Context: an optimization exercise on an open-source flow, tuned for small area and a short achievable clock period. The choices shown serve that exercise and are no tape-out recipe. Only simulation tests tie the RTL to the original design; equivalence was not proved.

==> fjord: inputs <==
## Matrix_Multiplication
module Matrix_Multiplication (
  input clk, reset,
  input [7:0] a1, a2, a3, a4, b1, b2, b3, b4,
  output [16:0] c1, c2, c3, c4, c5, c6, c7, c8, c9, c10, c11, c12, c13, c14, c15, c16
);
  reg [7:0] ad1_0, ad1_1, ad1_2, ad1_3, ad2_0, ad2_1, ad2_2, ad2_3, ad3_0, ad3_1, ad3_2, ad3_3;
  reg [7:0] bd1_0, bd1_1, bd1_2, bd1_3, bd2_0, bd2_1, bd2_2, bd2_3, bd3_0, bd3_1, bd3_2, bd3_3;
  wire [7:0] ad0_0 = ~a1, ad0_1 = ~a2, ad0_2 = ~a3, ad0_3 = ~a4;
  wire [7:0] bd0_0 = ~b1, bd0_1 = ~b2, bd0_2 = ~b3, bd0_3 = ~b4;
  always @(posedge clk or posedge reset) begin
    if (reset) begin
      ad1_0 <= 8'b11111111;
      ad1_1 <= 8'b11111111;
      ad1_2 <= 8'b11111111;
      ad1_3 <= 8'b11111111;
      ad2_0 <= 8'b11111111;
      ad2_1 <= 8'b11111111;
      ad2_2 <= 8'b11111111;
      ad2_3 <= 8'b11111111;
      ad3_0 <= 8'b11111111;
      ad3_1 <= 8'b11111111;
      ad3_2 <= 8'b11111111;
      ad3_3 <= 8'b11111111;
      bd1_0 <= 8'b11111111;
      bd1_1 <= 8'b11111111;
      bd1_2 <= 8'b11111111;
      bd1_3 <= 8'b11111111;
      bd2_0 <= 8'b11111111;
      bd2_1 <= 8'b11111111;
      bd2_2 <= 8'b11111111;
      bd2_3 <= 8'b11111111;
      bd3_0 <= 8'b11111111;
      bd3_1 <= 8'b11111111;
      bd3_2 <= 8'b11111111;
      bd3_3 <= 8'b11111111;
    end else begin
      ad1_0 <= ad0_0;
      ad1_1 <= ad0_1;
      ad1_2 <= ad0_2;
      ad1_3 <= ad0_3;
      ad2_0 <= ad1_0;
      ad2_1 <= ad1_1;
      ad2_2 <= ad1_2;
      ad2_3 <= ad1_3;
      ad3_0 <= ad2_0;
      ad3_1 <= ad2_1;
      ad3_2 <= ad2_2;
      ad3_3 <= ad2_3;
      bd1_0 <= bd0_0;
      bd1_1 <= bd0_1;
      bd1_2 <= bd0_2;
      bd1_3 <= bd0_3;
      bd2_0 <= bd1_0;
      bd2_1 <= bd1_1;
      bd2_2 <= bd1_2;
      bd2_3 <= bd1_3;
      bd3_0 <= bd2_0;
      bd3_1 <= bd2_1;
      bd3_2 <= bd2_2;
      bd3_3 <= bd2_3;
    end
  end
  ...
Settings: LEC_CHECK=0, CAP_MARGIN=20, CORE_MARGIN=2, CORE_UTILIZATION=40, SETUP_SLACK_MARGIN=2.0, SLEW_MARGIN=20, SYNTH_HIERARCHICAL=1, SYNTH_MINIMUM_KEEP_SIZE=0; clock period 6.5 ns.
standard.sh (not shown) runs the stock make flow with config.mk's settings and CLKGATE_MAP_FILE= SYNTH_SCRIPT=/design/flow/synth_recipe.tcl, a recipe that flattens the netlist after the stock synthesis.
==> flow/flow/run.sh <==
#!/bin/bash
set -uo pipefail
export BUFFER_PORTS_ARGS="-buffer_cell sky130_fd_sc_hd__buf_1"
export CTS_ARGS="-sink_clustering_enable -repair_clock_nets -sink_clustering_size 24 -sink_clustering_max_diameter 150"
bash standard.sh > flow_standard.log 2>&1
==> inputs of yarrow, as changes to fjord <==
==> flow/flow/run.sh (replaced) <==
#!/bin/bash
set -uo pipefail
export BUFFER_PORTS_ARGS="-buffer_cell sky130_fd_sc_hd__buf_1"
export CTS_ARGS="-sink_clustering_enable -repair_clock_nets -sink_clustering_size 24 -sink_clustering_max_diameter 150"
export RECOVER_POWER=100
bash standard.sh > flow_standard.log 2>&1
==> inputs of sierra, as changes to fjord <==
==> flow/flow/run.sh (replaced) <==
#!/bin/bash
set -uo pipefail
export BUFFER_PORTS_ARGS="-buffer_cell sky130_fd_sc_hd__buf_1"
bash standard.sh > flow_standard.log 2>&1
==> summary of the runs <==
fjord passed the timing, DRC and antenna checks. sierra completed without violations. yarrow finished but failed the layout checks on capacitance limit, slew limit. In synthesized cell count, sierra and yarrow do not differ. In sierra the global-route usage is higher than in fjord, by 0.34 points. Setup slack: yarrow < fjord < sierra. In critical path depth, fjord and sierra do not differ. Cell area: sierra > fjord > yarrow. Final cell count: yarrow < fjord < sierra. In sequential cell count, yarrow and fjord do not differ.
==> figures <==
item                                                                              yarrow           fjord          sierra
Outcome                                                                  failed layout checks  finished clean  finished clean
Violated checks                                            capacitance limit, slew limit               -               -
Worst reg2reg endpoint                                                     B11.out_c[16]   B11.out_c[14]   B11.out_c[14]
Worst path buffer plus inverter count                                                  1               0               0
Clk latency of the worst-skew pair                                                610 ps          610 ps          680 ps
Area taken by flip-flops and latches                                          11,900 um2      11,900 um2      11,900 um2
Slowest Stage Delay on Critical Path                                              730 ps          660 ps          630 ps
Non-clock buffer area fraction after layout                                        4.80%           4.86%           4.67%
Synthesis-to-layout area growth                                                    8.54%           9.75%           13.3%
Maximum clock rate                                                               203 MHz         222 MHz         225 MHz
Total Wirelength                                                              117,000 um      117,000 um      118,000 um
Clock tree skew after final layout                                               21.2 ps         22.5 ps         28.0 ps
Global-route met3 utilization                                                      4.43%           4.43%           5.66%
Global-route usage over all layers                                                 21.9%           21.9%           22.2%
Via count of the first global-routing pass                                        31,100          31,100          31,500
Number of vias per cell after detailed routing                                      5.24            5.25            5.23

-- afterwards: timing with drivers on the ports --
No port has a modelled driver above. Below, the same layouts with a new extraction and two added sets of constraints. Step 1 sets driving cells, clkbuf_16 on the clock port and buf_2 on the other inputs (assumed; they add their load-dependent delay and slew). Step 2, shift: input delay + t, output delay - t, t = (earliest + latest rising clock arrival at the registers) / 2. This alone moves slack from input paths to output paths. Three values: ideal ports, drivers, drivers and shift; two values: the first two.
| run | t, ns | slack for setup (ns) | clock arrival spread, ns | cell pins on the clock port's net |
|---|---|---|---|---|
| fjord | 0.671 | 2.004 / 2.004 / 1.488 | 0.028 / 0.028 | 1 |
| yarrow | 0.673 | 1.568 / 1.568 / 1.124 | 0.024 / 0.024 | 1 |
| sierra | 0.743 | 2.058 / 2.058 / 1.452 | 0.030 / 0.030 | 1 |
For sierra, which loses most, drivers alone change the setup slack by 0.000 ns; drivers and shift together by -0.606 ns.
